Context: an optimization exercise on an open-source flow, tuned for small area. The choices shown serve that exercise and are no tape-out recipe.
In this exercise RTL edits were held to simulation tests only and were not proved equivalent to the original.
No activity file was given, so power comes from the tool's default toggle rates.

===== flow/design.v =====
`timescale 1ps/1ps
module PIO_TO_CTRL #(
  parameter TCQ = 1
) (
  input               clk,
  input               rst_n,
  input               req_compl,
  input               compl_done,
  input               cfg_to_turnoff,
  output  reg         cfg_turnoff_ok
  );
  reg                 trn_pending;
  always @ ( posedge clk ) begin
    if (!rst_n )
    begin
      trn_pending <= 0;
    end
    else
    begin
      if (!trn_pending && req_compl)
        trn_pending <= 1'b1;
      else if (compl_done)
        trn_pending <= 1'b0;
    end
  end
  always @ ( posedge clk ) begin
    if (!rst_n )
    begin
      cfg_turnoff_ok <= 1'b0;
    end
    else
    begin
      if ( cfg_to_turnoff  && !trn_pending)
        cfg_turnoff_ok <= 1'b1;
      else
        cfg_turnoff_ok <= 1'b0;
    end
  end
endmodule  
`default_nettype none
`timescale 1ps/1ps
module TX_MUX # (
	parameter C_DATA_WIDTH = 64,
	parameter TCQ = 1,
	parameter KEEP_WIDTH = C_DATA_WIDTH / 8
)(
	input wire clk,
	input wire sys_rst,
	input wire s_axis_tx_tready,
	output wire [C_DATA_WIDTH-1:0] s_axis_tx_tdata,
	output wire [KEEP_WIDTH-1:0] s_axis_tx_tkeep,
	output wire s_axis_tx_tlast,
	output wire s_axis_tx_tvalid,
	output wire tx_src_dsc,
	input wire s_axis_tx1_req,
	output reg s_axis_tx1_ack,
	output wire s_axis_tx1_tready,
	input wire [C_DATA_WIDTH-1:0] s_axis_tx1_tdata,
	input wire [KEEP_WIDTH-1:0] s_axis_tx1_tkeep,
	input wire s_axis_tx1_tlast,
	input wire s_axis_tx1_tvalid,
	input wire tx1_src_dsc,
	input wire s_axis_tx2_req,
	output reg s_axis_tx2_ack,
	output wire s_axis_tx2_tready,
	input wire [C_DATA_WIDTH-1:0] s_axis_tx2_tdata,
	input wire [KEEP_WIDTH-1:0] s_axis_tx2_tkeep,
	input wire s_axis_tx2_tlast,
	input wire s_axis_tx2_tvalid,
	input wire tx2_src_dsc
);
always @(posedge clk) begin
	if (sys_rst) begin
		s_axis_tx1_ack <= 1'b0;
		s_axis_tx2_ack <= 1'b0;
	end else begin
		case ({s_axis_tx2_ack, s_axis_tx1_ack})
		2'b00: begin
			if (s_axis_tx1_req)
				s_axis_tx1_ack <= 1'b1;
			else if (s_axis_tx2_req)
				s_axis_tx2_ack <= 1'b1;
			else begin
				s_axis_tx1_ack <= 1'b0;
				s_axis_tx2_ack <= 1'b0;
			end
		end
		2'b01: begin
			if (~s_axis_tx1_req) begin
				s_axis_tx1_ack <= 1'b0;
				if (s_axis_tx2_req)
					s_axis_tx2_ack <= 1'b1;
			end
		end
		2'b10: begin
			if (~s_axis_tx2_req) begin
				s_axis_tx2_ack <= 1'b0;
				if (s_axis_tx1_req)
					s_axis_tx1_ack <= 1'b1;
			end
		end
		2'b11: begin
		end
		endcase
	end
end
assign s_axis_tx1_tready= s_axis_tx_tready & s_axis_tx1_ack;
assign s_axis_tx2_tready= s_axis_tx_tready & s_axis_tx2_ack;
assign s_axis_tx_tdata  = s_axis_tx2_tdata | (s_axis_tx1_tdata & {C_DATA_WIDTH{s_axis_tx1_tvalid & ~s_axis_tx2_ack}});
assign s_axis_tx_tkeep  = s_axis_tx2_ack ? s_axis_tx2_tkeep:  s_axis_tx1_tkeep;
assign s_axis_tx_tlast  = s_axis_tx2_ack ? s_axis_tx2_tlast:  s_axis_tx1_tlast;
assign s_axis_tx_tvalid = s_axis_tx2_ack ? s_axis_tx2_tvalid: s_axis_tx1_tvalid;
assign tx_src_dsc       = s_axis_tx2_ack ? tx2_src_dsc:       tx1_src_dsc;
endmodule  
`default_nettype wire
`default_nettype none
`timescale 1ps/1ps
module PIO_EP_MEM_ACCESS  #(
	parameter TCQ = 1
) (
	input wire clk,
	input wire sys_rst,
	output wire soft_reset,
	input wire        rd_bar0,      
	input wire  [5:0] rd_idx,       
	output wire [31:0] rd_data,
	input wire  [2:0] wr_tgt,       
	input wire  [3:0] wr_be,
	input wire [31:0] wr_data,
	input wire        wr_en,
	output reg  [2:0] dma_testmode,
	output reg [31:2] dma_addrl,
	output reg [15:0] dma_addrh,
	output reg [31:2] dma_length,
	output reg [31:0] dma_para,
	input wire        st_valid,
	input wire [11:0] dma_tx_pps,
	input wire [19:0] dma_tx_dw,
	input wire [11:0] dma_rx_pps,
	input wire [21:0] dma_rx_dw,
	input wire  [2:0] debug_valid,
	input wire [31:0] debug1,
	input wire [31:0] debug2,
	input wire [31:0] debug3,
	input wire [15:0] debug4,
	input wire        user_lnk_up,
	input wire [15:0] cfg_command,
	input wire [15:0] cfg_dcommand,
	input wire [15:0] cfg_lcommand,
	output reg  [1:0] pl_directed_link_change,
	output reg  [1:0] pl_directed_link_width,
	output reg        pl_directed_link_speed,
	output wire       pl_directed_link_auton,
	input wire        pl_directed_change_done,
	input wire        pl_sel_lnk_rate,
	input wire  [1:0] pl_sel_lnk_width,
	input wire  [5:0] pl_ltssm_state
);
reg [31:0] read_data;
reg req_link_change;
reg req_link_speed;
reg [1:0] req_link_width;
function [15:0] size_bytes;
	input [2:0] code;
	case (code)
	3'b000: size_bytes = 16'd128;
	3'b001: size_bytes = 16'd256;
	3'b010: size_bytes = 16'd512;
	3'b011: size_bytes = 16'd1024;
	3'b100: size_bytes = 16'd2048;
	3'b101: size_bytes = 16'd4096;
	default: size_bytes = 16'd0;
	endcase
endfunction
wire nr = ~sys_rst;
wire s00 = (rd_idx == 6'h00) & nr;
wire s01 = (rd_idx == 6'h01) & nr;
wire s02 = (rd_idx == 6'h02) & nr;
wire s03 = (rd_idx == 6'h03) & nr;
wire s04 = (rd_idx == 6'h04) & nr;
wire s05 = (rd_idx == 6'h05) & nr;
wire s06 = (rd_idx == 6'h06) & nr;
wire s08 = (rd_idx == 6'h08) & st_valid & nr;
wire s09 = (rd_idx == 6'h09) & st_valid & nr;
wire s0a = (rd_idx == 6'h0a) & st_valid & nr;
wire s0b = (rd_idx == 6'h0b) & st_valid & nr;
wire s10 = (rd_idx == 6'h10) & debug_valid[0] & nr;
wire s11 = (rd_idx == 6'h11) & debug_valid[1] & nr;
wire s12 = (rd_idx == 6'h12) & debug_valid[2] & nr;
wire s13 = (rd_idx == 6'h13) & nr;
wire [31:0] rd_mux =
	({32{s00}} & {3'h0, pl_sel_lnk_rate, 2'h0, pl_sel_lnk_width, 21'h0, dma_testmode}) |
	({32{s01}} & dma_para) |
	({32{s02}} & {cfg_command, cfg_lcommand}) |
	({32{s03}} & {size_bytes(cfg_dcommand[7:5]), size_bytes(cfg_dcommand[14:12])}) |
	({32{s04}} & {16'h0, dma_addrh}) |
	({32{s05}} & {dma_addrl, 2'b00}) |
	({32{s06}} & {dma_length, 2'b00}) |
	({32{s08}} & {20'h0, dma_tx_pps}) |
	({32{s09}} & {12'h0, dma_tx_dw}) |
	({32{s0a}} & {20'h0, dma_rx_pps}) |
	({32{s0b}} & {10'h0, dma_rx_dw}) |
	({32{s10}} & debug1) |
	({32{s11}} & debug2) |
	({32{s12}} & debug3) |
	({32{s13}} & {16'h0, debug4});
wire [31:0] wd = wr_data & {32{nr}};
wire we0 = wr_en && (wr_tgt == 3'd1);
wire we1 = wr_en && (wr_tgt == 3'd2);
wire we4 = wr_en && (wr_tgt == 3'd3);
wire we5 = wr_en && (wr_tgt == 3'd4);
wire we6 = wr_en && (wr_tgt == 3'd5);
always @(posedge clk) begin
	if (sys_rst | rd_bar0)
		read_data <= rd_mux;
	req_link_change <= we0 & wr_be[0] & nr;
	if (sys_rst | (we0 & wr_be[0])) begin
		req_link_speed <= wd[28];
		req_link_width <= wd[25:24];
	end
	if (sys_rst | (we0 & wr_be[3])) dma_testmode <= wd[2:0];
	if (sys_rst | (we1 & wr_be[0])) dma_para[31:24] <= wd[31:24];
	if (sys_rst | (we1 & wr_be[1])) dma_para[23:16] <= wd[23:16] | {3'b000, sys_rst, 1'b0, sys_rst, sys_rst, 1'b0};
	if (sys_rst | (we1 & wr_be[2])) dma_para[15: 8] <= wd[15:8] | {4'b0000, sys_rst, 1'b0, sys_rst, 1'b0};
	if (sys_rst | (we1 & wr_be[3])) dma_para[ 7: 0] <= wd[7:0] | {3'b000, sys_rst, 4'b0000};
	if (sys_rst | (we4 & wr_be[2])) dma_addrh[15: 8] <= wd[15:8];
	if (sys_rst | (we4 & wr_be[3])) dma_addrh[ 7: 0] <= wd[7:0] | {6'b000000, sys_rst, 1'b0};
	if (sys_rst | (we5 & wr_be[0])) dma_addrl[31:24] <= wd[31:24];
	if (sys_rst | (we5 & wr_be[1])) dma_addrl[23:16] <= wd[23:16];
	if (sys_rst | (we5 & wr_be[2])) dma_addrl[15: 8] <= wd[15:8];
	if (sys_rst | (we5 & wr_be[3])) dma_addrl[ 7: 2] <= wd[7:2];
	if (sys_rst | (we6 & wr_be[0])) dma_length[31:24] <= wd[31:24];
	if (sys_rst | (we6 & wr_be[1])) dma_length[23:16] <= wd[23:16];
	if (sys_rst | (we6 & wr_be[2])) dma_length[15: 8] <= wd[15:8];
	if (sys_rst | (we6 & wr_be[3])) dma_length[ 7: 2] <= wd[7:2];
end
localparam LC_IDLE  = 2'b00;
localparam LC_WAIT  = 2'b01;
localparam LC_WAIT2 = 2'b10;
reg [1:0] lc_state;
always @(posedge clk) begin
	if (sys_rst) begin
		lc_state <= LC_IDLE;
		pl_directed_link_change <= 2'b00;
		pl_directed_link_speed <= 1'b0;
		pl_directed_link_width <= 2'b00;
	end else begin
		case (lc_state)
		LC_IDLE: begin
			if (req_link_change && ((req_link_speed != pl_sel_lnk_rate) || (req_link_width != pl_sel_lnk_width)))
				lc_state <= LC_WAIT;
		end
		LC_WAIT: begin
			if (user_lnk_up && pl_ltssm_state == 6'h16) begin
				if (req_link_speed != pl_sel_lnk_rate) begin
					pl_directed_link_change[1] <= 1'b1;
					pl_directed_link_speed <= req_link_speed;
				end
				if (req_link_width != pl_sel_lnk_width) begin
					pl_directed_link_change[0] <= 1'b1;
					pl_directed_link_width <= req_link_width;
				end
				lc_state <= LC_WAIT2;
			end
		end
		LC_WAIT2: begin
			if (pl_directed_change_done || !user_lnk_up) begin
				pl_directed_link_change <= 2'b00;
				pl_directed_link_speed <= 1'b0;
				pl_directed_link_width <= 2'b00;
				lc_state <= LC_IDLE;
			end
		end
		default: ;
		endcase
	end
end
assign pl_directed_link_auton = 1'b0;
assign soft_reset = req_link_change;
assign rd_data = rd_bar0 ? read_data : 32'h0;
endmodule
`default_nettype wire
`timescale 1ps/1ps
module PIO_RX_ENGINE  #(
  parameter TCQ = 1,
  parameter C_DATA_WIDTH = 64,
  parameter KEEP_WIDTH = C_DATA_WIDTH / 8
) (
  input                         clk,
  input                         rst_n,
  input  [C_DATA_WIDTH-1:0]     m_axis_rx_tdata,
  input                         m_axis_rx_tvalid,
  input    [21:0]               m_axis_rx_tuser,
  output reg         req_compl,
  output reg         req_compl_wd,
  input              compl_done,
  output reg [2:0]   req_tc,
  output reg         req_td,
  output reg         req_ep,
  output reg [1:0]   req_attr,
  output reg [9:0]   req_len,
  output reg [15:0]  req_rid,
  output reg [7:0]   req_tag,
  output reg [3:0]   req_be,
  output reg         req_bar0,       
  output reg [5:0]   req_idx,        
  output reg [2:0]   wr_tgt,         
  output reg [3:0]   wr_be,
  output reg [31:0]  wr_data,
  output reg         wr_en
);
  localparam S_RST   = 3'd0;
  localparam S_RD    = 3'd1;    
  localparam S_WR32  = 3'd2;    
  localparam S_WR64  = 3'd3;    
  localparam S_DW3   = 3'd4;    
  localparam S_WAITW = 3'd5;    
  localparam S_WAITR = 3'd6;    
  localparam S_WAITS = 3'd7;    
  localparam T_NONE = 3'd0;
  localparam T_R00  = 3'd1;
  localparam T_R01  = 3'd2;
  localparam T_R04  = 3'd3;
  localparam T_R05  = 3'd4;
  localparam T_R06  = 3'd5;
  reg [2:0] state;
  reg       stuck;
  reg       rx_ready;
  wire sof_present = m_axis_rx_tuser[14];
  wire sof_mid     = m_axis_rx_tuser[13];
  wire bar0 = m_axis_rx_tuser[2] & ~m_axis_rx_tuser[4] & ~m_axis_rx_tuser[8];
  wire [63:0] hdr = sof_mid ? m_axis_rx_tdata[127:64] : m_axis_rx_tdata[63:0];
  wire [6:0]  fmt_type = hdr[30:24];
  wire        fmt_b7   = hdr[31];
  wire [9:0]  len      = hdr[9:0];
  wire        len1     = (len == 10'd1);
  wire        lennz    = (len != 10'd0);
  wire is_rd32 = (fmt_type == 7'b00_00000);
  wire is_wr32 = (fmt_type == 7'b10_00000);
  wire is_rd64 = (fmt_type == 7'b01_00000);
  wire is_wr64 = (fmt_type == 7'b11_00000);
  wire is_iord = (fmt_type == 7'b00_00010);
  wire is_iowr = (fmt_type == 7'b10_00010);
  function [2:0] tgt;
    input       b0;
    input [5:0] idx;
    begin
      if (!b0)
        tgt = T_NONE;
      else case (idx)
        6'h00: tgt = T_R00;
        6'h01: tgt = T_R01;
        6'h04: tgt = T_R04;
        6'h05: tgt = T_R05;
        6'h06: tgt = T_R06;
        default: tgt = T_NONE;
      endcase
    end
  endfunction
  wire sop = m_axis_rx_tvalid && rx_ready && sof_present;
  wire ld_rd_mid  = sof_mid && (((is_rd32 || is_rd64) && lennz) || (is_iord && len1));
  wire ld_rd_rt   = !sof_mid && (is_rd32 || is_rd64 || is_iord) && len1;
  wire ld_io      = is_iowr && len1;
  wire ld_wbe     = (is_wr32 || is_wr64 || is_iowr) && len1;
  always @(posedge clk) begin
    if (sop) begin
      req_len <= len;
      if (ld_rd_mid || ld_rd_rt || ld_io) begin
        req_tc   <= hdr[22:20];
        req_td   <= hdr[15];
        req_ep   <= hdr[14];
        req_attr <= hdr[13:12];
        req_rid  <= hdr[63:48];
        req_tag  <= hdr[47:40];
      end
      if (ld_wbe)
        wr_be <= hdr[35:32];
      stuck <= fmt_b7;
    end
    if (sop && !sof_mid && (is_wr32 || is_iowr)) begin
      wr_data <= m_axis_rx_tdata[127:96];
    end else if (state == S_WR32) begin
      wr_data <= m_axis_rx_tdata[63:32];
    end else if (state == S_WR64) begin
      wr_data <= m_axis_rx_tdata[95:64];
    end else begin
      wr_data <= m_axis_rx_tdata[31:0];
    end
    if (sop && !sof_mid)
      wr_tgt <= tgt(bar0, m_axis_rx_tdata[71:66]);
    else if (state == S_WR32 || state == S_WR64)
      wr_tgt <= tgt(bar0, m_axis_rx_tdata[7:2]);
  end
  always @(posedge clk) begin
    if (!rst_n) begin
      rx_ready     <= 1'b0;
      req_compl    <= 1'b0;
      req_compl_wd <= 1'b1;
      req_be       <= 4'b0;
      req_bar0     <= 1'b0;
      req_idx      <= 6'b0;
      wr_en        <= 1'b0;
      state        <= S_RST;
    end else begin
      wr_en        <= 1'b0;
      req_compl    <= 1'b0;
      case (state)
        S_RST: begin
          rx_ready     <= 1'b1;
          req_compl_wd <= 1'b1;
          if (sop) begin
            rx_ready <= 1'b0;
            if (sof_mid) begin
              if (ld_rd_mid)
                req_be <= hdr[35:32];
              if (ld_rd_mid)
                state <= S_RD;
              else if ((is_wr32 || is_iowr) && len1)
                state <= S_WR32;
              else if (is_wr64 && len1)
                state <= S_WR64;
            end else begin
              if (ld_rd_rt) begin
                req_be    <= hdr[35:32];
                req_bar0  <= bar0;
                req_idx   <= m_axis_rx_tdata[71:66];
                req_compl <= 1'b1;
                state     <= fmt_b7 ? S_WAITS : S_WAITR;
              end else if ((is_wr32 || is_iowr) && len1) begin
                wr_en     <= 1'b1;
                if (is_iowr) begin
                  req_compl    <= 1'b1;
                  req_compl_wd <= 1'b0;
                end
                state     <= fmt_b7 ? S_WAITS : S_WAITW;
              end else if (is_wr64) begin
                if (len1)
                  state <= S_DW3;
                else
                  state <= fmt_b7 ? S_WAITS : S_WAITW;
              end
            end
          end
        end
        S_RD: if (m_axis_rx_tvalid) begin
          req_bar0     <= bar0;
          req_idx      <= m_axis_rx_tdata[7:2];
          req_compl    <= 1'b1;
          req_compl_wd <= 1'b1;
          state        <= stuck ? S_WAITS : S_WAITR;
        end
        S_WR32, S_WR64, S_DW3: if (m_axis_rx_tvalid) begin
          wr_en <= 1'b1;
          state <= stuck ? S_WAITS : S_WAITW;
        end
        S_WAITW: begin
          rx_ready <= 1'b1;
          state    <= S_RST;
        end
        S_WAITR: if (compl_done) begin
          rx_ready <= 1'b1;
          state    <= S_RST;
        end
        default: ;
      endcase
    end
  end
endmodule  
`default_nettype none
`timescale 1ps/1ps
module PIO_TX_ENGINE    #(
  parameter C_DATA_WIDTH = 64,
  parameter TCQ = 1,
  parameter KEEP_WIDTH = C_DATA_WIDTH / 8
)(
  input wire        clk,
  input wire        rst_n,
  output  reg                     s_axis_tx_req,
  input wire                      s_axis_tx_ack,
  input wire                      s_axis_tx_tready,
  output  reg [C_DATA_WIDTH-1:0]  s_axis_tx_tdata,    
  output  wire [KEEP_WIDTH-1:0]   s_axis_tx_tkeep,
  output  wire                    s_axis_tx_tlast,
  output  reg                     s_axis_tx_tvalid,
  output wire                     tx_src_dsc,
  input wire                      req_compl,
  input wire                      req_compl_wd,
  output wire                     compl_done,
  input wire [2:0]                req_tc,
  input wire                      req_td,
  input wire                      req_ep,
  input wire [1:0]                req_attr,
  input wire [9:0]                req_len,
  input wire [15:0]               req_rid,
  input wire [7:0]                req_tag,
  input wire [3:0]                req_be,
  input wire [4:0]                req_addr,      
  input wire [31:0]               rd_data,
  input wire [15:0]               completer_id
);
localparam PIO_CPLD_FMT_TYPE      = 7'b10_01010;
localparam PIO_CPL_FMT_TYPE       = 7'b00_01010;
  reg [3:0]   rd_be;
  reg [11:0]  byte_count;
  reg [6:0]   lower_addr;
  reg         req_compl_q, req_compl_wd_q;
  reg         req_compl_q2, req_compl_wd_q2;
  reg         hold_state;
  reg         keep_hi, keep_lo;
  assign tx_src_dsc = 1'b0;
  always @(posedge clk)
    rd_be <= req_be;
  always @ (rd_be) begin
    casex (rd_be[3:0])
      4'b1xx1 : byte_count = 12'h004;
      4'b01x1 : byte_count = 12'h003;
      4'b1x10 : byte_count = 12'h003;
      4'b0011 : byte_count = 12'h002;
      4'b0110 : byte_count = 12'h002;
      4'b1100 : byte_count = 12'h002;
      4'b0001 : byte_count = 12'h001;
      4'b0010 : byte_count = 12'h001;
      4'b0100 : byte_count = 12'h001;
      4'b1000 : byte_count = 12'h001;
      4'b0000 : byte_count = 12'h001;
      default : byte_count = 12'h001;
    endcase
  end
  always @ (rd_be or req_addr or req_compl_wd_q2) begin
    casex ({req_compl_wd_q2, rd_be[3:0]})
       5'b1_0000 : lower_addr = {req_addr[4:0], 2'b00};
       5'b1_xxx1 : lower_addr = {req_addr[4:0], 2'b00};
       5'b1_xx10 : lower_addr = {req_addr[4:0], 2'b01};
       5'b1_x100 : lower_addr = {req_addr[4:0], 2'b10};
       5'b1_1000 : lower_addr = {req_addr[4:0], 2'b11};
       default   : lower_addr = 7'h0;
    endcase
  end
  always @ ( posedge clk ) begin
    if (!rst_n) begin
      req_compl_q     <= 1'b0;
      req_compl_wd_q  <= 1'b1;
      req_compl_q2    <= 1'b0;
      req_compl_wd_q2 <= 1'b0;
    end else begin
      req_compl_q     <= req_compl;
      req_compl_wd_q  <= req_compl_wd;
      req_compl_q2    <= req_compl_q;
      req_compl_wd_q2 <= req_compl_wd_q;
    end
  end
  wire pending = req_compl_q2 | hold_state;
  wire send    = pending & s_axis_tx_tready & s_axis_tx_ack;
  always @ ( posedge clk ) begin
    if (send)
      s_axis_tx_tdata <= {
                          rd_data,                   
                          req_rid,                   
                          req_tag,                   
                          {1'b0},                    
                          lower_addr,                
                          completer_id,              
                          {3'b0},                    
                          {1'b0},                    
                          byte_count,                
                          {1'b0},                    
                          (req_compl_wd_q2 ?
                          PIO_CPLD_FMT_TYPE :
                          PIO_CPL_FMT_TYPE),         
                          {1'b0},                    
                          req_tc,                    
                          {4'b0},                    
                          req_td,                    
                          req_ep,                    
                          req_attr,                  
                          {2'b0},                    
                          req_len                    
                          };
  end
  always @ ( posedge clk ) begin
    if (!rst_n) begin
      s_axis_tx_tvalid  <= 1'b0;
      keep_hi           <= 1'b0;
      keep_lo           <= 1'b0;
      s_axis_tx_req     <= 1'b0;
      hold_state        <= 1'b0;
    end else if (pending) begin
      if (send) begin
        s_axis_tx_tvalid  <= 1'b1;
        keep_hi           <= req_compl_wd_q2;
        keep_lo           <= 1'b1;
        hold_state        <= 1'b0;
        s_axis_tx_req     <= 1'b0;
      end else begin
        hold_state        <= 1'b1;
        s_axis_tx_req     <= 1'b1;
      end
    end else begin
      s_axis_tx_tvalid  <= 1'b0;
      keep_hi           <= 1'b1;
      keep_lo           <= 1'b1;
    end
  end
  assign s_axis_tx_tlast = s_axis_tx_tvalid;
  assign compl_done      = s_axis_tx_tvalid;
  assign s_axis_tx_tkeep = {{4{keep_hi}}, {12{keep_lo}}};
endmodule  
`default_nettype wire
`default_nettype none
`timescale 1ps/1ps
module PIO_DMATEST # (
	parameter C_DATA_WIDTH = 64,
	parameter TCQ = 1,
	parameter KEEP_WIDTH = C_DATA_WIDTH / 8
)(
	input wire clk,
	input wire sys_rst,
	input wire soft_reset,
	input wire s_axis_other_req,
	output reg s_axis_tx_req,
	input wire s_axis_tx_ack,
	input wire s_axis_tx_tready,
	output wire [C_DATA_WIDTH-1:0] s_axis_tx_tdata,
	output wire [KEEP_WIDTH-1:0] s_axis_tx_tkeep,
	output wire s_axis_tx_tlast,
	output wire s_axis_tx_tvalid,
	output wire tx_src_dsc,
	input wire [15:0] cfg_completer_id,
	input wire [C_DATA_WIDTH-1:0] m_axis_rx_tdata,
	input wire [KEEP_WIDTH-1:0] m_axis_rx_tkeep,
	input wire m_axis_rx_tlast,
	input wire m_axis_rx_tvalid,
	input wire [21:0] m_axis_rx_tuser,
	input wire [15:0] cfg_command,
	input wire [15:0] cfg_dcommand,
	input wire [15:0] cfg_lcommand,
	input wire [15:0] cfg_dcommand2,
	input wire  [2:0] dma_testmode,
	input wire [31:2] dma_addrl,
	input wire [15:0] dma_addrh,
	input wire [31:2] dma_length,
	input wire [31:0] dma_para,
	output reg        st_valid,
	output wire [11:0] dma_tx_pps,
	output wire [19:0] dma_tx_dw,
	output wire [11:0] dma_rx_pps,
	output wire [21:0] dma_rx_dw,
	output reg  [2:0] debug_valid,
	output reg [31:0] debug1,
	output reg [31:0] debug2,
	output reg [31:0] debug3,
	output wire [15:0] debug4
);
wire sof_present = m_axis_rx_tuser[14];
reg oneshot_1sec;
reg [11:0] lfsr_1sec;
wire lfsr_end = (lfsr_1sec == 12'he9d);
always @(posedge clk) begin
	if (sys_rst) begin
		lfsr_1sec <= 12'h001;
		oneshot_1sec <= 1'b0;
	end else begin
		oneshot_1sec <= lfsr_end;
		if (lfsr_end)
			lfsr_1sec <= 12'h001;
		else
			lfsr_1sec <= {lfsr_1sec[10:0], lfsr_1sec[11] ^ lfsr_1sec[10] ^ lfsr_1sec[9] ^ lfsr_1sec[3]};
	end
end
localparam TLP_TX_IDLE      = 2'd0;
localparam TLP_TX_WRITE     = 2'd1;
localparam TLP_TX_READ      = 2'd2;
localparam TLP_TX_READWAIT  = 2'd3;
localparam K_ZERO = 3'd0;
localparam K_W1   = 3'd1;
localparam K_W2   = 3'd2;
localparam K_W3   = 3'd3;
localparam K_W4   = 3'd4;
localparam K_WH   = 3'd5;	 
localparam K_RH   = 3'd6;	 
reg [1:0] tx_state;
reg rw_wait;
reg [15:0] tlp_tx_count;
reg [11:0] tlp_tx_pps;
reg [19:0] tlp_tx_dw;
reg [11:0] tlp_rx_pps;
reg [21:0] tlp_rx_dw;
reg [11:0] st_tx_pps;
reg [19:0] st_tx_dw;
reg [11:0] st_rx_pps;
reg [21:0] st_rx_dw;
reg [31:2] dma_addr;
reg [31:2] dma_len;
reg [7:0] tlp_tx_tag;
reg [7:0] tlp_rx_tag;
reg tx_done;
reg rx_done;
reg [15:0] tlp_remain;
reg [15:0] debug4_r;
reg [2:0]  kind;
reg [31:0] b_hi;	 
reg [15:0] b_ah;	 
reg [15:0] b_cid;	 
reg [7:0]  b_tag;	 
reg [7:0]  b_len;	 
wire read_fire = (tlp_tx_count == {8'h00, dma_para[15:8]});
wire read_send = read_fire && (tlp_remain <= dma_para[31:16]);
wire go_on = s_axis_tx_tready && !s_axis_other_req;
always @(posedge clk) begin
	if (sys_rst) begin
		dma_addr <= 30'h0;
		tlp_tx_tag <= 8'h0;
		tlp_rx_tag <= 8'h0;
		tlp_tx_pps <= 12'h0;
		tlp_tx_dw <= 20'h0;
		s_axis_tx_req <= 1'b0;
		kind <= K_ZERO;
		tx_done <= 1'b0;
		tx_state <= TLP_TX_IDLE;
		rw_wait <= 1'b0;
	end else begin
		tx_done <= 1'b0;
		rw_wait <= 1'b0;
		kind <= K_ZERO;
		if (oneshot_1sec) begin
			tlp_tx_pps <= 12'h0;
			tlp_tx_dw <= 20'h0;
		end
		case (tx_state)
		TLP_TX_IDLE: begin
			tlp_tx_count <= 16'h0;
			if (rw_wait) begin
			end else if (dma_testmode != 3'h0 && s_axis_other_req == 1'b0) begin
				if (dma_addr == 30'h0) begin
					dma_addr <= dma_addrl;
					dma_len  <= dma_length;
				end
				s_axis_tx_req <= 1'b1;
				if (s_axis_tx_ack && s_axis_tx_tready) begin
					if (dma_testmode == 3'b001)
						tx_state <= TLP_TX_WRITE;
					else if (dma_testmode[1])
						tx_state <= TLP_TX_READ;
					else if (dma_testmode[2])
						rw_wait <= 1'b1;
				end
			end else
				s_axis_tx_req <= 1'b0;
		end
		TLP_TX_WRITE: begin
			tlp_tx_count <= tlp_tx_count + 16'h1;
			case (tlp_tx_count[2:0])
			3'd0: kind <= K_WH;
			3'd1: kind <= K_W1;
			3'd2: kind <= K_W2;
			3'd3: kind <= K_W3;
			3'd4: begin
				kind <= K_W4;
				tx_done <= 1'b1;
				if (!oneshot_1sec)
					tlp_tx_pps <= tlp_tx_pps + 12'h1;
				dma_addr <= dma_addr + {22'h00, dma_para[7:0]};
				dma_len <= dma_len - {22'h00, dma_para[7:0]};
				tlp_tx_tag <= tlp_tx_tag + 8'h1;
				if (dma_len == 30'h00) begin
					dma_addr <= dma_addrl;
					dma_len  <= dma_length;
				end
				if (go_on)
					tlp_tx_count <= 16'h0;
			end
			default: begin
				s_axis_tx_req <= 1'b0;
				tx_state <= TLP_TX_IDLE;
			end
			endcase
		end
		TLP_TX_READ: begin
			tlp_tx_count <= tlp_tx_count + 16'h1;
			if (read_fire) begin
				tlp_tx_count <= 16'h0;
				if (read_send) begin
					tx_done <= 1'b1;
					kind <= K_RH;
					if (!oneshot_1sec) begin
						tlp_tx_pps <= tlp_tx_pps + 12'h1;
						tlp_tx_dw <= tlp_tx_dw + {12'h0, dma_para[7:0]};
					end
					dma_addr <= dma_addr + {22'h00, dma_para[7:0]};
					dma_len <= dma_len - {22'h00, dma_para[7:0]};
					tlp_rx_tag <= tlp_rx_tag + 8'h1;
					if (dma_len == 30'h00) begin
						dma_addr <= dma_addrl;
						dma_len  <= dma_length;
					end
					if (go_on && dma_testmode[0])
						tx_state <= TLP_TX_READWAIT;
				end
				if (!go_on) begin
					s_axis_tx_req <= 1'b0;
					tx_state <= TLP_TX_IDLE;
				end
			end
		end
		TLP_TX_READWAIT: begin
			if (!go_on) begin
				s_axis_tx_req <= 1'b0;
				tx_state <= TLP_TX_IDLE;
			end else if (rx_done)
				tx_state <= TLP_TX_READ;
		end
		endcase
	end
end
always @(posedge clk) begin
	if (tx_state == TLP_TX_WRITE && tlp_tx_count[2:0] == 3'd1)
		b_hi <= {20'h0, tlp_tx_pps};
	else
		b_hi <= {dma_addr, 2'b00};
	b_ah <= dma_addrh;
	b_cid <= cfg_completer_id;
	b_tag <= (tx_state == TLP_TX_WRITE) ? tlp_tx_tag : tlp_rx_tag;
	b_len <= dma_para[7:0];
end
wire k_wh = (kind == K_WH) & s_axis_tx_ack;
wire k_rh = (kind == K_RH) & s_axis_tx_ack;
wire k_h  = k_wh | k_rh;
wire k_w1 = (kind == K_W1) & s_axis_tx_ack;
wire k_w2 = (kind == K_W2) & s_axis_tx_ack;
wire k_w3 = (kind == K_W3) & s_axis_tx_ack;
wire k_w4 = (kind == K_W4) & s_axis_tx_ack;
assign s_axis_tx_tvalid = (kind != K_ZERO);
assign s_axis_tx_tlast  = (kind == K_W4) | (kind == K_RH);
assign s_axis_tx_tkeep  = {KEEP_WIDTH{s_axis_tx_tvalid}};
assign s_axis_tx_tdata  =
	({128{k_h}}  & {b_hi, 16'h0, b_ah, b_cid, b_tag, 8'hFF, 8'h00, 8'h00, 8'h00, b_len}) |
	({128{k_wh}} & 128'h00000000_00000000_00000000_60000000) |
	({128{k_rh}} & 128'h00000000_00000000_00000000_20000000) |
	({128{k_w1}} & {b_hi, 96'hFFFF0000_FFFFFFFF_55D50040}) |
	({128{k_w2}} & 128'h0A5AC0A8_00004011_002E0000_08004500) |
	({128{k_w3}} & 128'hCC00CC00_001A0000_02660D5E_0165C0A8) |
	({128{k_w4}} & 128'h40414243_3C3D3E3F_38393A3B_34353637);
assign tx_src_dsc = 1'b0;
wire cpld = m_axis_rx_tuser[13] ? (m_axis_rx_tdata[94:88] == 7'b1001010)
                                : (m_axis_rx_tdata[30:24] == 7'b1001010);
wire rx_hit = m_axis_rx_tvalid && sof_present && cpld;
always @(posedge clk) begin
	if (sys_rst) begin
		tlp_rx_pps <= 12'h0;
		tlp_rx_dw <= 22'h0;
		rx_done <= 1'b0;
		debug_valid <= 3'b000;
	end else begin
		if (oneshot_1sec) begin
			tlp_rx_pps <= 12'h0;
			tlp_rx_dw <= 22'h0;
		end
		rx_done <= rx_hit;
		if (rx_hit) begin
			if (tlp_rx_pps == 12'd0) debug_valid[0] <= 1'b1;
			if (tlp_rx_pps == 12'd1) debug_valid[1] <= 1'b1;
			if (tlp_rx_pps == 12'd2) debug_valid[2] <= 1'b1;
			if (!oneshot_1sec) begin
				tlp_rx_pps <= tlp_rx_pps + 12'h1;
				tlp_rx_dw <= tlp_rx_dw + {12'h0, m_axis_rx_tuser[13] ? m_axis_rx_tdata[73:64] : m_axis_rx_tdata[9:0]};
			end
		end
	end
end
always @(posedge clk) begin
	if (oneshot_1sec) begin
		st_tx_pps <= tlp_tx_pps;
		st_tx_dw <= tlp_tx_dw;
		st_rx_pps <= tlp_rx_pps;
		st_rx_dw <= tlp_rx_dw;
	end
	if (rx_hit && tlp_rx_pps == 12'd0) debug1 <= m_axis_rx_tdata[127:96];
	if (rx_hit && tlp_rx_pps == 12'd1) debug2 <= m_axis_rx_tdata[127:96];
	if (rx_hit && tlp_rx_pps == 12'd2) debug3 <= m_axis_rx_tdata[127:96];
end
always @(posedge clk) begin
	if (sys_rst)
		st_valid <= 1'b0;
	else if (oneshot_1sec)
		st_valid <= 1'b1;
end
always @(posedge clk) begin
	if (sys_rst || soft_reset) begin
		tlp_remain <= 16'd0;
		if (sys_rst)
			debug4_r <= 16'h0;
	end else begin
		debug4_r <= tlp_remain;
		if (tx_done == 1'b1 && rx_done == 1'b0)
			tlp_remain <= tlp_remain + 16'd1;
		else if (tx_done == 1'b0 && rx_done == 1'b1)
			tlp_remain <= tlp_remain - 16'd1;
	end
end
assign dma_tx_pps = st_tx_pps;
assign dma_tx_dw  = st_tx_dw;
assign dma_rx_pps = st_rx_pps;
assign dma_rx_dw  = st_rx_dw;
assign debug4     = debug4_r;
endmodule
`default_nettype wire
`timescale 1ps/1ps
module PIO_EP #(
  parameter C_DATA_WIDTH = 64,	     
  parameter KEEP_WIDTH = C_DATA_WIDTH / 8,	       
  parameter TCQ	= 1
) (
  input			 sys_rst,
  input			 clk,
  input			 rst_n,
  input                  user_lnk_up,
  output  [1:0]                 pl_directed_link_change,
  output  [1:0]                 pl_directed_link_width,
  output                        pl_directed_link_speed,
  output                        pl_directed_link_auton,
  input                         pl_directed_change_done,
  input                         pl_sel_lnk_rate,
  input [1:0]                   pl_sel_lnk_width,
  input [5:0]                   pl_ltssm_state,
  input			 s_axis_tx_tready,
  output  [C_DATA_WIDTH-1:0]    s_axis_tx_tdata,
  output  [KEEP_WIDTH-1:0]      s_axis_tx_tkeep,
  output			s_axis_tx_tlast,
  output			s_axis_tx_tvalid,
  output			tx_src_dsc,
  input   [C_DATA_WIDTH-1:0]    m_axis_rx_tdata,
  input   [KEEP_WIDTH-1:0]      m_axis_rx_tkeep,
  input			 m_axis_rx_tlast,
  input			 m_axis_rx_tvalid,
  output			m_axis_rx_tready,
  input   [21:0]		m_axis_rx_tuser,
  output			req_compl,
  output			compl_done,
  input   [15:0]		cfg_completer_id,
  input [15:0]                  cfg_command,
  input [15:0]                  cfg_dcommand,
  input [15:0]                  cfg_lcommand,
  input [15:0]                  cfg_dcommand2,
	input [3:0] dipsw,
	output [7:0] led
);
    wire  [13:0]      rd_addr;
    wire  [3:0]       rd_be;
    wire  [31:0]      rd_data;
    wire  [2:0]       wr_tgt;
    wire  [3:0]       wr_be;
    wire  [31:0]      wr_data;
    wire	      wr_en;
    wire	      wr_busy;
    wire	      req_compl_int;
    wire	      req_compl_wd;
    wire	      compl_done_int;
    wire  [2:0]       req_tc;
    wire	      req_td;
    wire	      req_ep;
    wire  [1:0]       req_attr;
    wire  [9:0]       req_len;
    wire  [15:0]      req_rid;
    wire  [7:0]       req_tag;
    wire  [3:0]       req_be;
    wire              req_bar0;
    wire  [5:0]       req_idx;
    wire  [15:0]      req_addr = {1'b0, req_bar0, 6'b0, req_idx, 2'b00};
    wire              m_axis_rx_tready1;
    assign m_axis_rx_tready = 1'b1;  
wire  [2:0] dma_testmode;
wire [31:2] dma_addrl;
wire [15:0] dma_addrh;
wire [31:2] dma_length;
wire [31:0] dma_para;
wire        st_valid;
wire [11:0] dma_tx_pps;
wire [19:0] dma_tx_dw;
wire [11:0] dma_rx_pps;
wire [21:0] dma_rx_dw;
wire  [2:0] debug_valid;
wire soft_reset;
wire [7:0] debug = 8'h00;
wire [31:0] debug1, debug2, debug3;
wire [15:0] debug4;
    PIO_EP_MEM_ACCESS  #(
       .TCQ( TCQ )
       ) EP_MEM_inst (
      .sys_rst(sys_rst),
      .clk(clk),
      .soft_reset(soft_reset),
      .rd_bar0(req_bar0),
      .rd_idx(req_idx),
      .rd_data(rd_data),
      .wr_tgt(wr_tgt),
      .wr_be(wr_be),
      .wr_data(wr_data),
      .wr_en(wr_en),
      .dma_testmode(dma_testmode),
      .dma_addrl(dma_addrl),
      .dma_addrh(dma_addrh),
      .dma_length(dma_length),
      .dma_para(dma_para),
      .st_valid(st_valid),
      .dma_tx_pps(dma_tx_pps),
      .dma_tx_dw(dma_tx_dw),
      .dma_rx_pps(dma_rx_pps),
      .dma_rx_dw(dma_rx_dw),
      .debug_valid(debug_valid),
      .debug1(debug1),
      .debug2(debug2),
      .debug3(debug3),
      .debug4(debug4),
      .user_lnk_up(user_lnk_up),
      .cfg_command( cfg_command ),
      .cfg_dcommand( cfg_dcommand ),
      .cfg_lcommand( cfg_lcommand ),
      .pl_directed_link_auton( pl_directed_link_auton ),
      .pl_directed_link_change( pl_directed_link_change ),
      .pl_directed_link_speed( pl_directed_link_speed ),
      .pl_directed_link_width( pl_directed_link_width ),
      .pl_directed_change_done( pl_directed_change_done ),
      .pl_sel_lnk_rate ( pl_sel_lnk_rate ),
      .pl_sel_lnk_width ( pl_sel_lnk_width ),
      .pl_ltssm_state ( pl_ltssm_state )
      );
  PIO_RX_ENGINE #(
    .C_DATA_WIDTH( C_DATA_WIDTH ),
    .KEEP_WIDTH( KEEP_WIDTH ),
    .TCQ( TCQ )
  ) EP_RX_inst (
    .clk(clk),
    .rst_n(rst_n),
    .m_axis_rx_tdata( m_axis_rx_tdata ),
    .m_axis_rx_tvalid( m_axis_rx_tvalid ),
    .m_axis_rx_tuser ( m_axis_rx_tuser ),
    .req_compl(req_compl_int),
    .req_compl_wd(req_compl_wd),
    .compl_done(compl_done_int),
    .req_tc(req_tc),
    .req_td(req_td),
    .req_ep(req_ep),
    .req_attr(req_attr),
    .req_len(req_len),
    .req_rid(req_rid),
    .req_tag(req_tag),
    .req_be(req_be),
    .req_bar0(req_bar0),
    .req_idx(req_idx),
    .wr_tgt(wr_tgt),
    .wr_be(wr_be),
    .wr_data(wr_data),
    .wr_en(wr_en)
  );
wire s_axis_tx1_req, s_axis_tx2_req;
wire s_axis_tx1_ack, s_axis_tx2_ack;
wire s_axis_tx1_tready, s_axis_tx2_tready;
wire [C_DATA_WIDTH-1:0] s_axis_tx1_tdata, s_axis_tx2_tdata;
wire [KEEP_WIDTH-1:0] s_axis_tx1_tkeep, s_axis_tx2_tkeep;
wire s_axis_tx1_tlast, s_axis_tx2_tlast;
wire s_axis_tx1_tvalid, s_axis_tx2_tvalid;
wire tx1_src_dsc, tx2_src_dsc;
TX_MUX # (
	.C_DATA_WIDTH( C_DATA_WIDTH ),
	.KEEP_WIDTH( KEEP_WIDTH ),
	.TCQ( TCQ )
) TXMUX_inst (
	.clk(clk),
	.sys_rst(sys_rst),
	.s_axis_tx_tready(s_axis_tx_tready),
	.s_axis_tx_tdata(s_axis_tx_tdata),
	.s_axis_tx_tkeep(s_axis_tx_tkeep),
	.s_axis_tx_tlast(s_axis_tx_tlast),
	.s_axis_tx_tvalid(s_axis_tx_tvalid),
	.tx_src_dsc(tx_src_dsc),
	.s_axis_tx1_req(s_axis_tx1_req),
	.s_axis_tx1_ack(s_axis_tx1_ack),
	.s_axis_tx1_tready(s_axis_tx1_tready),
	.s_axis_tx1_tdata(s_axis_tx1_tdata),
	.s_axis_tx1_tkeep(s_axis_tx1_tkeep),
	.s_axis_tx1_tlast(s_axis_tx1_tlast),
	.s_axis_tx1_tvalid(s_axis_tx1_tvalid),
	.tx1_src_dsc(tx1_src_dsc),
	.s_axis_tx2_req(s_axis_tx2_req),
	.s_axis_tx2_ack(s_axis_tx2_ack),
	.s_axis_tx2_tready(s_axis_tx2_tready),
	.s_axis_tx2_tdata(s_axis_tx2_tdata),
	.s_axis_tx2_tkeep(s_axis_tx2_tkeep),
	.s_axis_tx2_tlast(s_axis_tx2_tlast),
	.s_axis_tx2_tvalid(s_axis_tx2_tvalid),
	.tx2_src_dsc(tx2_src_dsc)
);
  PIO_TX_ENGINE #(
    .C_DATA_WIDTH( C_DATA_WIDTH ),
    .KEEP_WIDTH( KEEP_WIDTH ),
    .TCQ( TCQ )
  )EP_TX_inst(
    .clk(clk),				   
    .rst_n(rst_n),			       
    .s_axis_tx_req(s_axis_tx1_req),
    .s_axis_tx_ack(s_axis_tx1_ack),
    .s_axis_tx_tready( s_axis_tx1_tready ),       
    .s_axis_tx_tdata( s_axis_tx1_tdata ),	 
    .s_axis_tx_tkeep( s_axis_tx1_tkeep ),	 
    .s_axis_tx_tlast( s_axis_tx1_tlast ),	 
    .s_axis_tx_tvalid( s_axis_tx1_tvalid ),       
    .tx_src_dsc( tx1_src_dsc ),		   
    .req_compl(req_compl_int),		 
    .req_compl_wd(req_compl_wd),	       
    .compl_done(compl_done_int),		 
    .req_tc(req_tc),			   
    .req_td(req_td),			   
    .req_ep(req_ep),			   
    .req_attr(req_attr),		       
    .req_len(req_len),			 
    .req_rid(req_rid),			 
    .req_tag(req_tag),			 
    .req_be(req_be),			   
    .req_addr(req_idx[4:0]),
    .rd_data(rd_data),			 
    .completer_id(cfg_completer_id)	    
    );
PIO_DMATEST # (
	.C_DATA_WIDTH( C_DATA_WIDTH ),
	.KEEP_WIDTH( KEEP_WIDTH ),
	.TCQ( TCQ )
) PIO_DMATEST_inst (
	.clk(clk),
	.sys_rst(sys_rst),
        .soft_reset(soft_reset),
	.s_axis_other_req(s_axis_tx1_req),
	.s_axis_tx_req(s_axis_tx2_req),
	.s_axis_tx_ack(s_axis_tx2_ack),
	.s_axis_tx_tready( s_axis_tx2_tready ),       
	.s_axis_tx_tdata( s_axis_tx2_tdata ),	 
	.s_axis_tx_tkeep( s_axis_tx2_tkeep ),	 
	.s_axis_tx_tlast( s_axis_tx2_tlast ),	 
	.s_axis_tx_tvalid( s_axis_tx2_tvalid ),       
	.tx_src_dsc( tx2_src_dsc ),		   
	.cfg_completer_id(cfg_completer_id),    
	.m_axis_rx_tdata( m_axis_rx_tdata ),     
	.m_axis_rx_tkeep( m_axis_rx_tkeep ),     
	.m_axis_rx_tlast( m_axis_rx_tlast ),     
	.m_axis_rx_tvalid( m_axis_rx_tvalid ),   
	.m_axis_rx_tuser ( m_axis_rx_tuser ),    
        .cfg_command( cfg_command ),
        .cfg_dcommand( cfg_dcommand ),
        .cfg_lcommand( cfg_lcommand ),
        .cfg_dcommand2( cfg_dcommand2 ),
	.dma_testmode(dma_testmode),
	.dma_addrl(dma_addrl),
	.dma_addrh(dma_addrh),
	.dma_length(dma_length),
	.dma_para(dma_para),
	.st_valid(st_valid),
	.dma_tx_pps(dma_tx_pps),
	.dma_tx_dw(dma_tx_dw),
	.dma_rx_pps(dma_rx_pps),
	.dma_rx_dw(dma_rx_dw),
	.debug_valid(debug_valid),
	.debug1(debug1),
	.debug2(debug2),
	.debug3(debug3),
	.debug4(debug4)
);
assign led = debug;
assign req_compl  = req_compl_int;
assign compl_done = compl_done_int;
endmodule  
`timescale 1ps/1ps
module PIO #(
  parameter C_DATA_WIDTH = 128,             
  parameter KEEP_WIDTH = C_DATA_WIDTH / 8,               
  parameter TCQ        = 1
)(
  input                         sys_rst,
  input                         user_clk,
  input                         user_reset,
  input                         user_lnk_up,
  output  [1:0]                 pl_directed_link_change,
  output  [1:0]                 pl_directed_link_width,
  output                        pl_directed_link_speed,
  output                        pl_directed_link_auton,
  input                         pl_directed_change_done,
  input                         pl_sel_lnk_rate,
  input [1:0]                   pl_sel_lnk_width,
  input [5:0]                   pl_ltssm_state,
  input                         s_axis_tx_tready,
  output  [C_DATA_WIDTH-1:0]    s_axis_tx_tdata,
  output  [KEEP_WIDTH-1:0]      s_axis_tx_tkeep,
  output                        s_axis_tx_tlast,
  output                        s_axis_tx_tvalid,
  output                        tx_src_dsc,
  input  [C_DATA_WIDTH-1:0]     m_axis_rx_tdata,
  input  [KEEP_WIDTH-1:0]       m_axis_rx_tkeep,
  input                         m_axis_rx_tlast,
  input                         m_axis_rx_tvalid,
  output                        m_axis_rx_tready,
  input    [21:0]               m_axis_rx_tuser,
  input                         cfg_to_turnoff,
  output                        cfg_turnoff_ok,
  input [15:0]                  cfg_completer_id,
  input [15:0]                  cfg_command,
  input [15:0]                  cfg_dcommand,
  input [15:0]                  cfg_lcommand,
  input [15:0]                  cfg_dcommand2,
	input [3:0] dipsw,
	output [7:0] led
);  
  wire          req_compl;
  wire          compl_done;
  reg           pio_reset_n;
  always @(posedge user_clk) begin
    if (user_reset)
        pio_reset_n <= 1'b0;
    else
        pio_reset_n <= user_lnk_up;
  end
  PIO_EP  #(
    .C_DATA_WIDTH( C_DATA_WIDTH ),
    .KEEP_WIDTH( KEEP_WIDTH ),
    .TCQ( TCQ )
  ) PIO_EP_inst (
    .sys_rst( sys_rst ),
    .clk( user_clk ),                              
    .rst_n( pio_reset_n ),                         
    .user_lnk_up( user_lnk_up ),
    .pl_directed_link_change( pl_directed_link_change ),
    .pl_directed_link_width( pl_directed_link_width ),
    .pl_directed_link_speed( pl_directed_link_speed ),
    .pl_directed_link_auton( pl_directed_link_auton ),
    .pl_directed_change_done ( pl_directed_change_done ),
    .pl_sel_lnk_rate ( pl_sel_lnk_rate ),
    .pl_sel_lnk_width ( pl_sel_lnk_width ),
    .pl_ltssm_state ( pl_ltssm_state ),
    .s_axis_tx_tready( s_axis_tx_tready ),         
    .s_axis_tx_tdata( s_axis_tx_tdata ),           
    .s_axis_tx_tkeep( s_axis_tx_tkeep ),           
    .s_axis_tx_tlast( s_axis_tx_tlast ),           
    .s_axis_tx_tvalid( s_axis_tx_tvalid ),         
    .tx_src_dsc( tx_src_dsc ),                     
    .m_axis_rx_tdata( m_axis_rx_tdata ),           
    .m_axis_rx_tkeep( m_axis_rx_tkeep ),           
    .m_axis_rx_tlast( m_axis_rx_tlast ),           
    .m_axis_rx_tvalid( m_axis_rx_tvalid ),         
    .m_axis_rx_tready( m_axis_rx_tready ),         
    .m_axis_rx_tuser ( m_axis_rx_tuser ),          
    .req_compl(req_compl),                         
    .compl_done(compl_done),                       
    .cfg_completer_id ( cfg_completer_id ),         
    .cfg_command( cfg_command ),
    .cfg_dcommand( cfg_dcommand ),
    .cfg_lcommand( cfg_lcommand ),
    .cfg_dcommand2( cfg_dcommand2 ),
	.dipsw(dipsw),
	.led(led)
  );
  PIO_TO_CTRL #(
    .TCQ( TCQ )
  ) PIO_TO_inst  (
    .clk( user_clk ),                        
    .rst_n( pio_reset_n ),                   
    .req_compl( req_compl ),                 
    .compl_done( compl_done ),               
    .cfg_to_turnoff( cfg_to_turnoff ),       
    .cfg_turnoff_ok( cfg_turnoff_ok )        
  );
endmodule  

===== flow/flow/run.sh =====
#!/bin/bash
# Standard ORFS layout (the standard.sh, standard synthesis) with two changes:
#  - port buffers use sky130_fd_sc_hd__buf_1 (every port still gets its own buffer);
#  - clock tree: no dummy loads; clkbuf_16 root and trunk, clkbuf_8 leaf buffers
#    driving sink clusters of up to 11 flip-flops within 50 um.
# make's full output goes to flow_make.log; each ORFS step logs under orfs/logs/.
set -euo pipefail
bash standard.sh \
  "BUFFER_PORTS_ARGS=-buffer_cell sky130_fd_sc_hd__buf_1" \
  "CTS_ARGS=-sink_clustering_enable -repair_clock_nets -dont_use_dummy_load -buf_list {sky130_fd_sc_hd__clkbuf_8 sky130_fd_sc_hd__clkbuf_16} -root_buf sky130_fd_sc_hd__clkbuf_16 -tree_buf sky130_fd_sc_hd__clkbuf_16 -sink_clustering_buffer sky130_fd_sc_hd__clkbuf_8 -sink_clustering_size 11 -sink_clustering_max_diameter 50" \
  finish > flow_make.log 2>&1 || { tail -50 flow_make.log; exit 1; }
tail -5 flow_make.log

===== flow/standard.sh =====
#!/bin/bash
# synth_recipe.tcl (not shown) runs the flow's synth.tcl, then flattens the netlist and writes it again
# the make line also repeats each setting of config.mk as NAME=value (left out here)
make -C /OpenROAD-flow-scripts/flow DESIGN_CONFIG=/design/flow/config.mk WORK_HOME=/design/flow/orfs CLKGATE_MAP_FILE= SYNTH_SCRIPT=/design/flow/synth_recipe.tcl "${@:-finish}"

===== flow/config.mk =====
export PLATFORM = sky130hd
export DESIGN_NAME = PIO
export DESIGN_NICKNAME = PIO
export VERILOG_FILES = /design/flow/design.v
export SDC_FILE = /design/flow/constraint.sdc
export NUM_CORES = 4
export LEC_CHECK = 0
export CAP_MARGIN = 20
export CORE_MARGIN = 2
export CORE_UTILIZATION = 40
export SLEW_MARGIN = 20

===== flow/constraint.sdc =====
create_clock -name core_clock -period 8.0 [get_ports {user_clk}]
set_input_delay 1.6000 -clock core_clock [delete_from_list [all_inputs] [get_ports {user_clk}]]
set_output_delay 1.6000 -clock core_clock [all_outputs]
set_load 0.01 [all_outputs]

==> results.txt <==
The flow ran to the end and the layout has no timing, DRC or antenna violations. Data on the critical path is required at its endpoint by 6400 ps. The worst setup path is launched from a flop. The length of the first detailed-routing pass in iterations is 8. The cell count after synthesis came out at 3244. Static timing analysis puts the maximum clock frequency at 184 MHz. In the synthesized netlist the dominant register cell turns out to be sky130_fd_sc_hd__edfxtp_1.

The via count of the first global-routing pass is 25600. The max-slew violation count came out at 0. Summing all multi-input logic gate instances after layout gives 0.0142 sq mm. The final sum of negative setup slack came out at 0 ps. The number of cells on the worst reg-to-reg path is 9. The insertion delay to the later sink of the worst-skew pair is 630 ps. The area enclosed by the die boundary came out at 0.0951 sq mm. The hold buffer count at cts is 0. For the worst setup path, the data arrival time is 3850 ps. The number of standard-cell rows in the floorplan is 111. The count of buffers inserted at the top-level ports is 351. The worst hold path was traced through 0 stages. The initial core utilization is 40.4%. For this run, asynchronously set or reset flops after synthesis account for 0%. The worst hold path terminates at PIO_EP_inst.PIO_DMATEST_inst.b_ah[13].

The number of nets with antenna violations after detailed routing came out at 0. The tightest min-delay check is of the reg2reg type. The number of buffers on the longest clock path is 3.

The final cell area excluding filler cells is 0.0409 sq mm. At the pin with the least slew margin, the transition time is 1190 ps. The number of maximum-capacitance violations came out at 0.

In the final routed layout, each cell accounts on average for 27.0 um. The vertical extent of the die is 308 um. The worst-case IR drop observed on VDD is 0.128 mV. The startpoint identified for the worst hold timing path is PIO_EP_inst.EP_MEM_inst.dma_addrh[13].

The initial detailed-routing violation count came out at 3556. The core region is 0.0918 sq mm. The analysis attributes to cell leakage a power of 14.4 nW.

The top cell types in the final layout, fill and taps aside, are sky130_fd_sc_hd__edfxtp_1 (519), sky130_fd_sc_hd__buf_1 (349), sky130_fd_sc_hd__dfxtp_1 (307). Compared with the post-synthesis result, the final layout area differs by 10.3%. The post-detailed-route via-to-cell ratio is 5.83. The wire length of the first global-routing pass came out at 180000 um. The register cell area after layout is 0.0218 sq mm. The most frequent standard cell in the layout excluding fill and tap cells is sky130_fd_sc_hd__edfxtp_1. The final routed wirelength across all metal layers came out at 129000 um. The remaining routing DRC violations is 0. The tightest slew margin relative to the limit is 20.6%.

The number of top-level design ports came out at 431. The number of cells upsized or downsized after cts came out at 0. Detailed routing inserted a total of 27900 vias. The cell area reported after detailed placement is 0.0395 sq mm. The H-tree depth reported by CTS is 3. Summed over all layers, the global routing overflow is 0. The power per standard cell area is 218 mW/mm^2. The maximum number of pins on one net before global-route repair is 79.

The half-perimeter wire length of the detailed placement result is 94500 um. The number of antenna violations at the first check in global routing came out at 16. The share of cells above drive strength 1 came out at 7.66%. Setup repair after global routing left no endpoint under its margin. After clock tree synthesis, the clock-pin slew on the worst setup and hold paths is 80 ps.

After the last flow step, the layout net total stands at 3901. The die boundary width is 308 um. The number of different library cells in the post-synthesis netlist came out at 78. The cell sitting at the root of the clock tree is a sky130_fd_sc_hd__clkbuf_16.

The startpoint identified for the worst register-to-register timing path is PIO_EP_inst.PIO_DMATEST_inst.dma_len[11]. The number of buffers inserted to repair setup after CTS came out at 0. TritonCTS built the clock tree.

The count of clock tree sinks came out at 828. The CTS buffer count came out at 91. The classification of the worst setup path is reg2out. The final count of hold timing violations came to 0. Summing every instance area after synthesis gives 0.0371 sq mm. The worst path needs 5450 ps of the cycle, external delays included.

STA classifies the critical path endpoint as an output port. Global routing consumed, over all layers together, 26.4% of the routing resources. Setup slack on the worst reg-to-reg path comes out at 3570 ps. The setup-violating endpoint count in the final report came out at 0. The post-synthesis register bit count came out at 828. The mean area per synthesized cell came out at 11.4 sq um. The final estimated routing congestion in global placement came out at 0.941.

The number of flops mapped to enable cells by yosys is 519. Of all nets on the critical path, the largest fanout is 24. The final worst clock skew came out at 46.6 ps. The count of yosys warnings during synthesis came out at 7.

The part of the cycle the worst path needs is 68.1%. Counting the fill cells in the layout gives 8701. The fraction of the yosys area taken by sequential cells came out at 58.7%. The end of the worst register-to-register path is PIO_EP_inst.PIO_DMATEST_inst.dma_addr[12].
==> worst max-delay path, stage by stage, from the launching register on <==
cell and delay [ps]:
sky130_fd_sc_hd__dfxtp_1 690, sky130_fd_sc_hd__nand2_1 290, sky130_fd_sc_hd__nor3_2 670, sky130_fd_sc_hd__buf_4 520, sky130_fd_sc_hd__or2_2 590, sky130_fd_sc_hd__a21o_1 140
sky130_fd_sc_hd__buf_1 280
==> metal layers <==
layer | GRT usage (%) | vias up | part of all wire (%)
met5 | 0 | - | 0.062
met4 | 10.0 | 12 | 4.1
met3 | 8.27 | 279 | 11
met2 | 40.3 | 1301 | 45
met1 | 35.0 | 13700 | 41
li1 | - | 12600 | -
==> layout make-up <==
type	instances	share of cell area, %
timing repair buffer	403	4.19
multi-input combinational	2132	34.7
antenna	3	0.0184
clock buffer	91	3.31
tap	1243	3.80
inverter	83	0.762
sequential	828	53.2
==> registers in the layout, indices dropped and copies added, names as in the netlist, 30 cells and up <==
| signal | flops |
|---|---|
| PIO_EP_inst.EP_TX_inst.s_axis_tx_tdata | 100 |
| PIO_EP_inst.EP_MEM_inst.dma_para | 32 |
| PIO_EP_inst.EP_MEM_inst.read_data | 32 |
| PIO_EP_inst.EP_RX_inst.wr_data | 32 |
| PIO_EP_inst.PIO_DMATEST_inst.b_hi | 32 |
| PIO_EP_inst.PIO_DMATEST_inst.debug1 | 32 |
| PIO_EP_inst.PIO_DMATEST_inst.debug2 | 32 |
| PIO_EP_inst.PIO_DMATEST_inst.debug3 | 32 |
| PIO_EP_inst.EP_MEM_inst.dma_addrl | 30 |
| PIO_EP_inst.EP_MEM_inst.dma_length | 30 |
| PIO_EP_inst.PIO_DMATEST_inst.dma_addr | 30 |
| PIO_EP_inst.PIO_DMATEST_inst.dma_len | 30 |
==> cells by family (layout without fill, tap and decap cells) <==
family	count (synthesis)	count (layout)	share of synthesized area (%)
simple gates	1027	1027	13.9
other cells	2	18	0.0203
buf+inv	297	577	3.46
fa+ha+maj	94	94	3.27
xor+xnor	116	116	2.74
compound gates	761	761	14.4
flops	828	828	58.7
mux	119	119	3.42
==> power by group <==
part | leakage (nW) | internal [W] | switching, W | total [W]
sequential | 7.29 | 0.00478 | 0.000210 | 0.00499
combinational | 6.44 | 0.000459 | 0.000883 | 0.00134
clock | 0.700 | 0.00112 | 0.00146 | 0.00257
==> metrics by stage <==
stage / utilization, % / hold WS [ps] / power (W) / instances / setup slack [ps]
2_1_floorplan: - / 330 / 0.00594 / 3257 / 1570
3_3_place_gp: 43.1 / 344 / 0.00637 / 4688 / 2510
3_5_place_dp: 43.1 / 347 / 0.00639 / 4688 / 2470
4_1_cts: 44.5 / 357 / 0.00890 / 4779 / 2580
5_1_grt: 44.6 / 355 / 0.00922 / 4781 / 2440
6_report: 44.6 / 350 / 0.00891 / 4783 / 2550
==> how the worst max path moves through the flow <==
stage | slack [ps] | cells after the start | startpoint | end
2_1_floorplan | 1570 | 2 | s_axis_tx_tready | PIO_EP_inst.EP_TX_inst.s_axis_tx_tdata[0]
3_3_place_gp | 2510 | 12 | m_axis_rx_tuser[13] | PIO_EP_inst.PIO_DMATEST_inst.tlp_rx_dw[21]
3_5_place_dp | 2470 | 12 | m_axis_rx_tuser[13] | PIO_EP_inst.PIO_DMATEST_inst.tlp_rx_dw[21]
4_1_cts | 2580 | 6 | PIO_EP_inst.TXMUX_inst.s_axis_tx2_ack | s_axis_tx_tdata[20]
5_1_grt | 2440 | 6 | PIO_EP_inst.TXMUX_inst.s_axis_tx2_ack | s_axis_tx_tdata[20]
6_report | 2550 | 6 | PIO_EP_inst.TXMUX_inst.s_axis_tx2_ack | s_axis_tx_tdata[20]
==> cell usage after synthesis (7+ instances only) <==
cell | count | area (sq um)
sky130_fd_sc_hd__a211oi_1 | 30 | 225
sky130_fd_sc_hd__a21o_1 | 75 | 563
sky130_fd_sc_hd__a21oi_1 | 177 | 886
sky130_fd_sc_hd__a221o_1 | 57 | 571
sky130_fd_sc_hd__a221oi_1 | 33 | 289
sky130_fd_sc_hd__a222oi_1 | 25 | 250
sky130_fd_sc_hd__a22o_1 | 48 | 420
sky130_fd_sc_hd__a22oi_1 | 58 | 435
sky130_fd_sc_hd__a31oi_1 | 11 | 68.8
sky130_fd_sc_hd__and2_1 | 88 | 551
sky130_fd_sc_hd__and3_1 | 37 | 231
sky130_fd_sc_hd__buf_1 | 15 | 56.3
sky130_fd_sc_hd__buf_4 | 38 | 285
sky130_fd_sc_hd__clkbuf_1 | 155 | 582
sky130_fd_sc_hd__dfxtp_1 | 309 | 6190
sky130_fd_sc_hd__edfxtp_1 | 519 | 15600
sky130_fd_sc_hd__ha_1 | 89 | 1110
sky130_fd_sc_hd__inv_1 | 83 | 312
sky130_fd_sc_hd__mux2_2 | 62 | 698
sky130_fd_sc_hd__mux2i_1 | 57 | 571
sky130_fd_sc_hd__nand2_1 | 251 | 942
sky130_fd_sc_hd__nand2b_1 | 22 | 138
sky130_fd_sc_hd__nand3_1 | 87 | 435
sky130_fd_sc_hd__nand3b_1 | 9 | 67.6
sky130_fd_sc_hd__nand4_1 | 33 | 206
sky130_fd_sc_hd__nand4b_1 | 9 | 78.8
sky130_fd_sc_hd__nor2_1 | 234 | 878
sky130_fd_sc_hd__nor2b_1 | 65 | 407
sky130_fd_sc_hd__nor3_1 | 50 | 250
sky130_fd_sc_hd__nor3b_1 | 13 | 97.6
sky130_fd_sc_hd__nor4_1 | 39 | 244
sky130_fd_sc_hd__o211a_1 | 8 | 80.1
sky130_fd_sc_hd__o211ai_1 | 11 | 82.6
sky130_fd_sc_hd__o21a_1 | 8 | 60.1
sky130_fd_sc_hd__o21ai_0 | 127 | 636
sky130_fd_sc_hd__o21ai_1 | 7 | 35.0
sky130_fd_sc_hd__o21bai_1 | 11 | 82.6
sky130_fd_sc_hd__or2_2 | 25 | 156
sky130_fd_sc_hd__or3_1 | 32 | 200
sky130_fd_sc_hd__or4_1 | 11 | 82.6
sky130_fd_sc_hd__xnor2_1 | 68 | 596
sky130_fd_sc_hd__xor2_1 | 48 | 420

-- port drivers added, routing unchanged --
In the flow no input, the clock included, has a driving cell. The finished layout below was timed again as built, in two steps. Step 1 assumes that a clkbuf_16 drives the clock port and a buf_2 every other input. Step 2 moves the port delays by t, midway between the first and last clock arrival at a register: inputs arrive t later, outputs are due t later. That takes back most of the time a late clock gives input paths. Slacks: ideal ports / drivers / drivers and shift; pairs: ideal ports / drivers.
t, ns: 0.679
slack for setup (ns): 2.552 / 2.481 / 2.355
pins driven straight from the clock port: 1
After both steps this run still meets setup and hold. The setup slack of this run moves by -0.071 ns with the drivers and by -0.197 ns with both steps.
